Context: an optimization exercise on an open-source flow, tuned for small area, a short achievable clock period and few clock cycles per item. The choices shown serve that exercise and are no tape-out recipe.
No run shown here included a check of the RTL's function; only the layout flow was run.
Power and IR drop assume default switching activity.

## flow/design.v (module list and top-level ports; edited modules follow where they fit)
// module SequentialMultiplier128Bit: 3057 lines
module SequentialMultiplier128Bit(
    input [127:0] a,
    input [127:0] b,
    input reset_n,
    input clk,
    output [255:0] p,
    output done
    );
  // ...
==> flow/flow/run.sh <==
#!/bin/bash
# Own layout flow: the standard ORFS flow (standard.sh, unchanged synthesis) with two
# layout settings changed:
#  - the port buffers that buffer_ports inserts are sky130_fd_sc_hd__buf_2 instead of the
#    delay-type buffer it picks by default (every input and output port still gets a buffer);
#  - MATCH_CELL_FOOTPRINT=0, so the timing repair may resize a cell to one of another width.
# Each tool's full output goes to standard.log here and to ORFS's own logs under orfs/logs.
set -euo pipefail
export BUFFER_PORTS_ARGS="-buffer_cell sky130_fd_sc_hd__buf_2"
bash standard.sh MATCH_CELL_FOOTPRINT=0 "BUFFER_PORTS_ARGS=-buffer_cell sky130_fd_sc_hd__buf_2" finish > standard.log 2>&1
test -s out/final.def
==> flow/standard.sh <==
#!/bin/bash
# synth_recipe.tcl (not shown) runs the flow's synth.tcl, then flattens the netlist and writes it again
# the make line also repeats each setting of config.mk as NAME=value (left out here)
make -C /OpenROAD-flow-scripts/flow DESIGN_CONFIG=/design/flow/config.mk WORK_HOME=/design/flow/orfs CLKGATE_MAP_FILE= SYNTH_SCRIPT=/design/flow/synth_recipe.tcl "${@:-finish}"
==> flow/config.mk <==
export PLATFORM = sky130hd
export DESIGN_NAME = SequentialMultiplier128Bit
export DESIGN_NICKNAME = SequentialMultiplier128Bit
export VERILOG_FILES = /design/flow/design.v
export SDC_FILE = /design/flow/constraint.sdc
export NUM_CORES = 4
export LEC_CHECK = 0
export ABC_AREA = 1
export CAP_MARGIN = 20
export CORE_MARGIN = 2
export CORE_UTILIZATION = 50
export SETUP_SLACK_MARGIN = 3.2
export SLEW_MARGIN = 20
export TNS_END_PERCENT = 5
==> flow/constraint.sdc <==
create_clock -name core_clock -period 5.5 [get_ports {clk}]
set_input_delay 1.1000 -clock core_clock [delete_from_list [all_inputs] [get_ports {clk}]]
set_output_delay 1.1000 -clock core_clock [all_outputs]
set_load 0.01 [all_outputs]
==> metrics.log, run 1 <==
INFO  metric switchingPower = 10.2 mW
INFO  metric worstSetupPathType = in -> reg
INFO  metric ios = around 520
INFO  metric synth_largest_area_cell = sky130_fd_sc_hd__dfxtp_1
INFO  metric chipHeight = about 310 um
INFO  metric route.detailed.drc = 0
INFO  metric final_cell_mix = sky130_fd_sc_hd__nand2_1 (1433), sky130_fd_sc_hd__inv_1 (895), sky130_fd_sc_hd__xor2_1 (509)
INFO  metric grt_pass1_wl = 287 mm
INFO  metric placed_cells_incl_taps = 8044
INFO  metric cts_inserted_buffers = 57
INFO  metric synth_compound_area_share = roughly 15%
INFO  metric clockNetworkPower = 4.03 mW
INFO  metric flow.area_growth_from_synthesis = 32.4%
INFO  metric final-seq-area = 10200 um2
INFO  metric non_clock_inverter_count = ~1100
INFO  metric finalSetupViolCount = 0
INFO  metric worst_clock_skew = about 0.07 ns
INFO  metric comb_power_share = 65.7%
INFO  metric p_comb = 14.9 mW
INFO  metric antenna_left = 0
INFO  metric hold_viol_final = 0
INFO  metric post_cts_hold_buffer_count = 0
INFO  metric initial_core_util = 50.3%
INFO  metric async_flop_share = 1.61%
INFO  metric cts.sinks = 436
INFO  metric grt_use_met2 = 60.1%
INFO  metric hold-worst-slack = 0.343 ns
INFO  metric die_width = 310 um
INFO  metric switching_share = 44.7%
INFO  metric muxShareOfSynthArea = less than 1%
INFO  metric power.share.clock = between 10% and 20%
INFO  metric highest-signal-layer = met5
INFO  metric synth-xor-area-share = 14.9%
INFO  metric status = complete, no violations
INFO  metric r2r_cells = 16
INFO  metric io_buffers = about 510
INFO  metric finish.cell_count_without_fillers = 8644
INFO  metric synth_flop_cell = sky130_fd_sc_hd__dfxtp_1
INFO  metric r2r_slack = 2.67 ns
==> run 2, diff against run 1 <==
--- a/flow/design.v
+++ b/flow/design.v
@@ -2996,24 +2996,31 @@
   assign ad_c[134] = ad_n467_g;
   assign ad_c[135] = ad_n468_g;
   assign ad_c[136] = ad_n469_g;
   wire [135:0] X = ad_p ^ ad_c[135:0];
   wire [7:0] Lb = {X[7] ^ nlp, X[6:0]};
   wire [1:0] cvn = {X[7] & nlp, ad_c[8]};
   wire [127:0] H = X[135:8];
   wire lastw = (cnt == 5'd14);
-  wire [8:0] wa = ld ? {a[8:1], 1'b0} : {(pl[16] & ~lastw), pl[15], pl[14], pl[13], pl[12], pl[11], pl[10], pl[9], pl[8]};
-  wire [3:0] one_n, two_n, neg_n;
+  wire [8:0] wp = {(pl[16] & ~lastw), pl[15], pl[14], pl[13], pl[12], pl[11], pl[10], pl[9], pl[8]};
+  wire [8:0] wq = {a[8:1], 1'b0};
+  wire [3:0] one_p, two_p, neg_p, one_q, two_q, neg_q;
   genvar g;
   generate for (g = 0; g < 4; g = g + 1) begin : bd
-    assign neg_n[g] = wa[2*g+2] & ~(wa[2*g+1] & wa[2*g]);
-    assign one_n[g] = wa[2*g+1] ^ wa[2*g];
-    assign two_n[g] = (wa[2*g+2] & ~wa[2*g+1] & ~wa[2*g]) | (~wa[2*g+2] & wa[2*g+1] & wa[2*g]);
+    assign neg_p[g] = wp[2*g+2] & ~(wp[2*g+1] & wp[2*g]);
+    assign one_p[g] = wp[2*g+1] ^ wp[2*g];
+    assign two_p[g] = (wp[2*g+2] & ~wp[2*g+1] & ~wp[2*g]) | (~wp[2*g+2] & wp[2*g+1] & wp[2*g]);
+    assign neg_q[g] = wq[2*g+2] & ~(wq[2*g+1] & wq[2*g]);
+    assign one_q[g] = wq[2*g+1] ^ wq[2*g];
+    assign two_q[g] = (wq[2*g+2] & ~wq[2*g+1] & ~wq[2*g]) | (~wq[2*g+2] & wq[2*g+1] & wq[2*g]);
   end endgenerate
+  wire [3:0] one_n = ld ? one_q : one_p;
+  wire [3:0] two_n = ld ? two_q : two_p;
+  wire [3:0] neg_n = ld ? neg_q : neg_p;
   always @(posedge clk or negedge reset_n) begin
     if (!reset_n) begin
       cnt <= 5'd0;
       done_r <= 1'b0;
       shen <= 1'b1;
     end else begin
       if (!last) cnt <= cnt + 5'd1;
       if (last) done_r <= 1'b1;
==> run 2 against run 1 <==
Still clean on timing, DRC and antenna; flip-flop and latch count is the same; die area is essentially flat; non-clock buffer count shrank 49; design area shrank 1.4%; register-to-register slack is essentially flat; power shrank 13%; final cell count shrank 0.42%; worst hold slack gained 0.045 ns; sequential share of layout area grew 0.27 points; maximum frequency grew 0.14%; highest routed layer unchanged.
==> metrics.log, run 2 <==
INFO  metric cp.arrival = 3.49 ns
INFO  metric regToRegStartpoint = one[0]$_DFF_P_
INFO  metric grt.overflow.total = 0
INFO  metric floorplan.rows = 112
INFO  metric async_flop_share = 1.61% (unchanged)
INFO  metric hold_path_class = in -> async
INFO  metric cts_inserted_buffers = 55 (-3.5%)
INFO  metric largest_registers = C x131, S x129, pl x128
INFO  metric finalSetupTns = 0 ns
INFO  metric grt_max_degree = 163
INFO  metric hold-worst-slack = 0.388 ns (+0.0449 ns)
INFO  metric slew_viol_final = 0
INFO  metric synth_warnings = 1
INFO  metric p_leak = 28.2 nW
INFO  metric avgViaCountPerCell = 5.65
INFO  metric synth_flop_cell = sky130_fd_sc_hd__dfxtp_1
INFO  metric final.min_clock_period = between 2 and 3 ns
INFO  metric critPathRequiredTime = ~6 ns
INFO  metric grt_setup_unrepaired = yes
INFO  metric synth.most_common_cell = sky130_fd_sc_hd__nand2_1
INFO  metric largest_reg_flops = 131
INFO  metric core = 93000 um2
INFO  metric antenna_left = 0 (unchanged)
INFO  metric groute.layer.met1.usage = between 40% and 50%
INFO  metric fmax = approximately 340 MHz
INFO  metric top_register = C
INFO  metric io_buffers = 514 (unchanged)
INFO  metric setup.worst_path.end_class = register
INFO  metric finalSetupViolCount = 0 (unchanged)
INFO  metric status = complete, no violations
INFO  metric route.final.wire_length = between 150 and 200 mm
INFO  metric worstSetupPathType = in -> reg
INFO  metric cts_max_path_buffers = 3
INFO  metric gpl.final_weighted_congestion = 0.898
INFO  metric final_nets = between 7000 and 8000
INFO  metric synth_top_area_share = between 10% and 20%
INFO  metric power.density_cell_area = 324 nW/um2
INFO  metric per_cell_routed_wire_length = 22.3 um
INFO  metric routing_usage_on_met3 = 8.72%
INFO  metric clock-root-buffer = sky130_fd_sc_hd__clkbuf_16
INFO  metric synth.lib_cells_used.distinct = 63
INFO  metric drt_iter0_drc = ~4400
INFO  metric final_cell_mix = sky130_fd_sc_hd__nand2_1 (1433), sky130_fd_sc_hd__inv_1 (923), sky130_fd_sc_hd__xor2_1 (498)
INFO  metric post-route-period-util = 52.7%
INFO  metric flow.area_growth_from_synthesis = 30.5%
INFO  metric ir_drop = 0.254 mV
INFO  metric ios = 515 (unchanged)
INFO  metric tritoncts = yes
INFO  metric drt_first_pass_iters = 6
INFO  metric hold_viol_final = 0 (unchanged)
INFO  metric overall_global_routing_resource_usage = 37.4%
INFO  metric report.power.total = around 20 mW
INFO  metric r2r_cells = 13 (-3)
INFO  metric initial_core_util = 50.3% (about the same)
INFO  metric die_area = 96100 um2
INFO  metric grt_pass1_wl = 274 mm (-4.3%)
INFO  metric max_slew_margin = between 20% and 30%
INFO  metric detailedPlacementHpwl = 118 mm
INFO  metric worst_pin_slew = 1.11 ns
INFO  metric synth.top_cells.by_count = sky130_fd_sc_hd__nand2_1 (1491), sky130_fd_sc_hd__inv_1 (967), sky130_fd_sc_hd__xor2_1 (580)
INFO  metric syn_nets = 7297
INFO  metric max_capacitance_violation_count = 0
INFO  metric cp-start-kind = primary input
INFO  metric num_vias = 48625
INFO  metric die_width = 310 um (about the same)
INFO  metric antenna_violations_before_repair = 11
INFO  metric ys_seq_area_share = 21.4%
INFO  metric synth.cell_area = around 47000 um2
INFO  metric synth-edff-count = 128
INFO  metric crit-reg2reg-capture = C[19]$_DFF_P_
INFO  metric cts.sinks = 436 (unchanged)
INFO  metric final_cell_area = 61100 um2
INFO  metric final.fill_count = 8157
INFO  metric postSynthRegisterBits = 436
INFO  metric cp_max_fo = 5
INFO  metric h_tree_lvls = 2
INFO  metric grt_pass1_vias = 45539
INFO  metric biggest_area_contributors_in_the_synthesized_netlist = sky130_fd_sc_hd__dfxtp_1 (13%), sky130_fd_sc_hd__nand2_1 (12%), sky130_fd_sc_hd__fa_1 (11%)
INFO  metric synth_largest_area_cell = sky130_fd_sc_hd__dfxtp_1
INFO  metric synth.avg_cell_area = 7.06 um2
INFO  metric mostFrequentLayoutCell = sky130_fd_sc_hd__nand2_1
INFO  metric clk_latency = 0.72 ns
INFO  metric drive_gt1_share = 28.7%
INFO  metric worst_clock_skew = 0.0498 ns (-0.0201 ns)
INFO  metric chipHeight = 310 um (about the same)
INFO  metric r2r_slack = 2.67 ns (about the same)
INFO  metric placed_area = 49700 um2
INFO  metric global_route.peak_usage_layer = met2
INFO  metric grt_use_met2 = 58.8% (-1.3 points)
INFO  metric syn_inst_count = 6632
INFO  metric route.detailed.drc = 0 (unchanged)
INFO  metric clk_pin_slew = roughly 0.070 ns
-- run 2: cell count changes after synthesis, moves of 10 or more --
cell,delta
sky130_fd_sc_hd__nor2_1,-24
sky130_fd_sc_hd__nand3_1,+17
sky130_fd_sc_hd__nor4_1,+10
sky130_fd_sc_hd__a21oi_1,-11
sky130_fd_sc_hd__inv_1,+20
sky130_fd_sc_hd__xor2_1,-13
sky130_fd_sc_hd__buf_1,-13
sky130_fd_sc_hd__nand3_2,-16
-- run 2: worst max path at each step --
| stage | from | endpoint | slack, ns | cells past startpoint |
|---|---|---|---|---|
| after floorplan | b[10] | C[9]$_DFF_P_ | 2.42 | 12 |
| after global placement | b[3] | C[3]$_DFF_P_ | 1.86 | 16 |
| after detailed placement | b[57] | C[56]$_DFF_P_ | 1.88 | 11 |
| after CTS | cv[1]$_SDFF_PP0_ | C[119]$_DFF_P_ | 2.67 | 18 |
| after global routing | b[47] | C[44]$_DFF_P_ | 2.49 | 11 |
| final | b[47] | C[44]$_DFF_P_ | 2.60 | 11 |
-- run 2: worst max-delay path, stage by stage --
cell and delay [ns]:
sky130_fd_sc_hd__buf_4 0.13, sky130_fd_sc_hd__clkinvlp_4 0.20, sky130_fd_sc_hd__o22ai_1 0.30, sky130_fd_sc_hd__xor2_1 0.29, sky130_fd_sc_hd__fa_1 0.51, sky130_fd_sc_hd__xnor2_1 0.21, sky130_fd_sc_hd__xnor2_1 0.14, sky130_fd_sc_hd__inv_1 0.08
sky130_fd_sc_hd__or2_4 0.24, sky130_fd_sc_hd__a32oi_2 0.23, sky130_fd_sc_hd__nand2_1 0.08
-- run 2: report_power, final --
part | switching (mW) | internal (mW)
clock network | 1.75 | 2.35
registers | 0.244 | 3.50
logic | 6.64 | 5.32
-- run 2: logic make-up after synthesis --
kind of cell	Yosys count	synth area share [%]
flip-flops	436	21.4
XOR/XNOR	792	14.8
buffers and inverters	1461	12.9
AO/OA/AOI/OAI	1191	14.8
AND/OR/NAND/NOR	2345	21.1
adder cells (fa/ha/maj)	407	15.0
-- run 2: area by class of cell --
type,count,area (um2),share of cell area [%]
timing repair inverter,44,359,0.588
inverter,1067,4550,7.45
clock buffer,74,1640,2.69
multi-input combinational,4739,34900,57.2
clock inverter,30,369,0.604
sequential,436,10200,16.7
timing repair buffer,958,7430,12.2
antenna,6,15.0,0.0246
tap,1254,1570,2.57
-- run 2: layer usage --
layer	up-vias	wire, um
li1	22408	-
met1	23075	77100
met2	2530	85600
met3	600	19200
met4	12	9600
met5	-	69
-- run 2: what timing repair did --
| item | 4_1_cts | 5_1_grt |
|---|---|---|
| hold endpoints to repair | 0 | 0 |
| buffers inserted | 200 | 177 |
| setup endpoints to repair | 622 | 618 |
| gates resized for setup | 525 | 716 |
| pin swaps | 207 | 341 |
| cloned | 52 | 13 |
| hold buffers | 0 | 0 |
-- run 2: stage by stage --
| stage | setup WS (ns) | std cells | utilization [%] |
|---|---|---|---|
| 3_5_place_dp | 1.88 | 8056 | 53.5 |
| 2_1_floorplan | 2.42 | 6632 | - |
| 3_3_place_gp | 1.86 | 8056 | 53.5 |
| 5_1_grt | 2.49 | 8607 | 65.7 |
| 4_1_cts | 2.67 | 8412 | 60.3 |
| 6_report | 2.60 | 8608 | 65.7 |
==> run 3, diff against run 2 <==
--- a/flow/config.mk
+++ b/flow/config.mk
@@ -10,5 +10,5 @@
 export CORE_MARGIN = 2
 export CORE_UTILIZATION = 50
-export SETUP_SLACK_MARGIN = 3.2
+export SETUP_SLACK_MARGIN = 2.7
 export SLEW_MARGIN = 20
 export TNS_END_PERCENT = 5
==> run 3 against run 2 <==
Still clean; non-clock buffer count fell by 145; synthesized cell count did not move; final cell count fell by 1.8%; global-route usage fell by 1.2 points; critical endpoint is now C[11]$_DFF_P_.
==> metrics.log, run 3 <==
INFO  metric synth_largest_area_cell = sky130_fd_sc_hd__dfxtp_1
INFO  metric postLayoutCoreUtil = 62.5% (-3.2 points)
INFO  metric detailedPlacementHpwl = 118 mm (unchanged)
INFO  metric synth.cell_area = 46800 um2 (unchanged)
INFO  metric chipHeight = 310 um (unchanged)
INFO  metric avgViaCountPerCell = 5.62 (-0.51%)
INFO  metric drive_gt1_share = 24.2% (-4.6 points)
INFO  metric num_vias = 47498 (-2.3%)
INFO  metric grt_setup_unrepaired = yes
INFO  metric slew_viol_final = 0 (unchanged)
INFO  metric async_flop_share = 1.61% (unchanged)
INFO  metric antenna_violations_before_repair = 14 (+3)
INFO  metric p_leak = 27.1 nW (-3.8%)
INFO  metric ys_seq_area_share = 21.4% (unchanged)
INFO  metric synth_flop_cell = sky130_fd_sc_hd__dfxtp_1
INFO  metric hold-worst-slack = 0.401 ns (+0.0130 ns)
INFO  metric cts.sinks = 436 (unchanged)
INFO  metric clk_pin_slew = 0.07 ns (about the same)
INFO  metric critPathRequiredTime = 6.11 ns (+0.02 ns)
INFO  metric power.share.clock = 21.5% (+0.8 points)
INFO  metric grt_pass1_wl = 265 mm (-3.2%)
INFO  metric comb_power_share = 58.9% (-1.5 points)
INFO  metric flow.area_growth_from_synthesis = 24.1%
INFO  metric cp-start-kind = primary input
INFO  metric tritoncts = yes
INFO  metric ios = 515 (unchanged)
INFO  metric switchingPower = 8.31 mW (-3.8%)
INFO  metric synth.lib_cells_used.distinct = 63 (unchanged)
INFO  metric synth.most_common_cell = sky130_fd_sc_hd__nand2_1
INFO  metric pre_cts_ws = 1.88 ns (unchanged)
INFO  metric cp_cell_sequence = buf_4 > clkinvlp_4 > buf_6 > o22ai_2 > xor2_1 > fa_2 > xnor2_2 > xnor2_1 > inv_1 > or2_4 > nand3_1 > o21ai_1 > nand2_1 > o21ai_1
INFO  metric finalSetupViolCount = 0 (unchanged)
INFO  metric report.power.total = 19.0 mW (-3.9%)
INFO  metric final.fill_count = 8621 (+5.7%)
INFO  metric h_tree_lvls = 2 (unchanged)
INFO  metric die_area = 96100 um2 (unchanged)
INFO  metric grt_pass1_vias = 44051 (-3.3%)
INFO  metric power_frac_seq = 19.7% (+0.8 points)
INFO  metric initial_core_util = 50.3% (unchanged)
INFO  metric postLayoutSetupSlackWorst = 2.59 ns (-0.0127 ns)
INFO  metric path_common_cell = sky130_fd_sc_hd__o21ai_1
INFO  metric largest_reg_flops = 131 (unchanged)
INFO  metric hold_viol_final = 0 (unchanged)
INFO  metric drt_iter0_drc = 4241 (-4.1%)
INFO  metric synth_top_area_share = 12.9% (unchanged)
INFO  metric route.detailed.drc = 0 (unchanged)
INFO  metric worst_clock_skew = 0.0627 ns (+0.0128 ns)
INFO  metric final_nets = 7811 (-1.9%)
INFO  metric clock-root-buffer = sky130_fd_sc_hd__clkbuf_16
INFO  metric worst_pin_slew = 1.12 ns (+0.0117 ns)
INFO  metric status = complete, no violations
INFO  metric synth_warnings = 1 (unchanged)
INFO  metric synth.top_cells.by_count = sky130_fd_sc_hd__nand2_1 (1491), sky130_fd_sc_hd__inv_1 (967), sky130_fd_sc_hd__xor2_1 (580)
INFO  metric switching_share = 43.6% (+0.053 points)
INFO  metric largest_registers = C x131, S x129, pl x128
INFO  metric mostFrequentLayoutCell = sky130_fd_sc_hd__nand2_1
INFO  metric power.density_cell_area = 328 nW/um2 (+1.1%)
INFO  metric cp_max_fo = 5 (unchanged)
INFO  metric post-route-period-util = 52.9% (+0.23 points)
INFO  metric die_width = 310 um (unchanged)
INFO  metric final.min_clock_period = 2.91 ns (+0.0127 ns)
INFO  metric cpPeakStageDelay = 0.51 ns (about the same)
INFO  metric ir_drop = 0.250 mV (-1.8%)
INFO  metric route.final.wire_length = 185 mm (-3.4%)
INFO  metric antenna_left = 0 (unchanged)
INFO  metric per_cell_routed_wire_length = 21.9 um (-1.7%)
INFO  metric intPower = 10.7 mW (-4.0%)
INFO  metric syn_inst_count = 6632 (unchanged)
INFO  metric final_cell_mix = sky130_fd_sc_hd__nand2_1 (1447), sky130_fd_sc_hd__inv_1 (937), sky130_fd_sc_hd__xor2_1 (528)
INFO  metric fmax = 343 MHz (-0.44%)
INFO  metric biggest_area_contributors_in_the_synthesized_netlist = sky130_fd_sc_hd__dfxtp_1 (13%), sky130_fd_sc_hd__nand2_1 (12%), sky130_fd_sc_hd__fa_1 (11%)
INFO  metric clk_latency = 0.73 ns (about the same)
INFO  metric synth.avg_cell_area = 7.06 um2 (unchanged)
INFO  metric core = 93000 um2 (unchanged)
INFO  metric top_register = C
INFO  metric io_buffers = 514 (unchanged)
INFO  metric postSynthRegisterBits = 436 (unchanged)
INFO  metric worstSetupPathType = in -> reg
INFO  metric overall_global_routing_resource_usage = 36.2% (-1.2 points)
INFO  metric cp.arrival = 3.52 ns (+0.03 ns)
INFO  metric synth-edff-count = 128 (unchanged)
INFO  metric setup.worst_path.end_class = register
INFO  metric cts_inserted_buffers = 55 (unchanged)
INFO  metric hold_path_class = in -> async
INFO  metric grt.overflow.total = 0 (unchanged)
INFO  metric gpl.final_weighted_congestion = 0.898 (unchanged)
INFO  metric cts_max_path_buffers = 3 (unchanged)
INFO  metric max_capacitance_violation_count = 0 (unchanged)
INFO  metric floorplan.rows = 112 (unchanged)
INFO  metric cp_slowest_cell = sky130_fd_sc_hd__fa_2
INFO  metric finalSetupTns = 0 ns (unchanged)
INFO  metric max_slew_margin = 25.5% (-0.78 points)
INFO  metric grt_max_degree = 163 (unchanged)
INFO  metric syn_nets = 7297 (unchanged)
INFO  metric drt_first_pass_iters = 6 (unchanged)
[run 3: cell types whose count changed in the layout (fill, tap and decap cells not counted), sizes merged]
cell	before	now
buf	943	787
inv	971	984
diode	6	5
nand2	1523	1522
clkinvlp	139	119
clkbuf	89	100
clkinv	26	24
[run 3: through the flow]
step	std cells	cell area (um2)
CTS	8259	53800
detailed placement	8056	49700
global route	8451	58100
global placement	8056	49700
finish	8452	58100
floorplan	6632	47200
[run 3: critical path, delay by kind of cell]
| family | cells | cell delay (ns) |
|---|---|---|
| adders and majority gates | 1 | 0.51 |
| AOI/OAI and AO/OA | 3 | 0.30 |
| xor gates and xnor gates | 3 | 0.54 |
| buffers and inverters | 4 | 0.70 |
| and+or+nand+nor | 3 | 0.36 |
[run 3: cells by family (layout without fill, tap and decap cells)]
kind of cell	Yosys count	in the layout	synth area share [%]
xor+xnor	792	792	14.8
flops	436	436	21.4
simple gates	2345	2348	21.1
fa+ha+maj	407	407	15.0
buf+inv	1461	2019	12.9
compound gates	1191	1191	14.8
other cells	0	5	0
[run 3: repair_timing]
item                                    CTS  global route
setup buffers                            78           160
hold buffers                              0             0
cloned                                   21            28
pin swaps                                39           256
endpoints found under the hold margin     0             0
resized for setup                       245           593
endpoints found under the setup margin  257           186
[run 3: area by class of cell]
type                       count  area, um2  share of cell area (%)
multi-input combinational   4738      33600                    57.9
sequential                   436      10200                    17.5
timing repair buffer         813       5940                    10.2
inverter                    1067       4480                    7.72
clock buffer                  74       1640                    2.83
tap                         1254       1570                    2.70
clock inverter                30        369                   0.635
timing repair inverter        35        265                   0.456
antenna                        5       12.5                  0.0215
[run 3: metal layers]
metal	global-route usage (%)	vias to the layer above	routed length, um	part of all wire, %
met5	0	-	93	0.050
met4	14.9	16	8680	4.7
met3	8.32	518	19300	10
met2	56.7	2444	82700	45
met1	48.0	22388	74100	40
li1	-	22132	-	-
[run 3: power by group through the flow]
stage / Clock [mW] / Sequential [mW] / Combinational [mW]
after floorplan: 0 / 3.68 / 7.75
after global placement: 0 / 3.89 / 9.28
after detailed placement: 0 / 3.89 / 9.42
after CTS: 4.12 / 3.74 / 9.95
after global routing: 4.24 / 3.75 / 12.3
final: 4.09 / 3.74 / 11.2
[run 3: worst paths after layout]
kind	from	end	slack, ns	cells past startpoint
min in group core_clock	done_r$_DFFE_PN0P_	done_r$_DFFE_PN0P_	0.47	1
worst min register to register	done_r$_DFFE_PN0P_	done_r$_DFFE_PN0P_	0.47	1
max in group asynchronous	reset_n	cnt[4]$_DFFE_PN0N_	4.15	2
worst min-delay path	reset_n	done_r$_DFFE_PN0P_	0.40	1
worst max-delay path	b[18]	C[11]$_DFF_P_	2.59	14
worst max register to register	C[54]$_DFF_P_	C[103]$_DFF_P_	2.67	12

## separate check: timing with driven ports
How much do the figures lean on ideal ports? The routed layouts below were timed once more, with nothing changed but the port constraints. Step 1 assumes that a clkbuf_16 drives the clock port and a buf_2 every other input. Step 2 adds t to the input delays and takes it off the output delays; t is the mean of the earliest and latest rising clock arrival at the registers after step 1. Input paths then give back, and output paths get back, about the clock's delay inside the block. Three values: no drivers, after step 1, after step 2; two values: the first two.
| run | t, ns | setup slack, ns | hold slack, ns | worst register clock-pin slew, ns | worst data-port slew with drivers (ns) |
|---|---|---|---|---|---|
| run 1 | 0.735 | 2.597 / 2.585 / 1.850 | 0.343 / 0.315 / 0.468 | 0.07 / 0.07 | 0.18 |
| run 2 | 0.778 | 2.601 / 2.645 / 1.867 | 0.388 / 0.343 / 0.478 | 0.07 / 0.07 | 0.15 |
| run 3 | 0.778 | 2.588 / 2.640 / 1.863 | 0.401 / 0.357 / 0.474 | 0.07 / 0.07 | 0.14 |
After both steps every run listed still meets setup and hold. For run 1, which loses most, drivers alone change the setup slack by -0.012 ns; drivers and shift together by -0.747 ns.
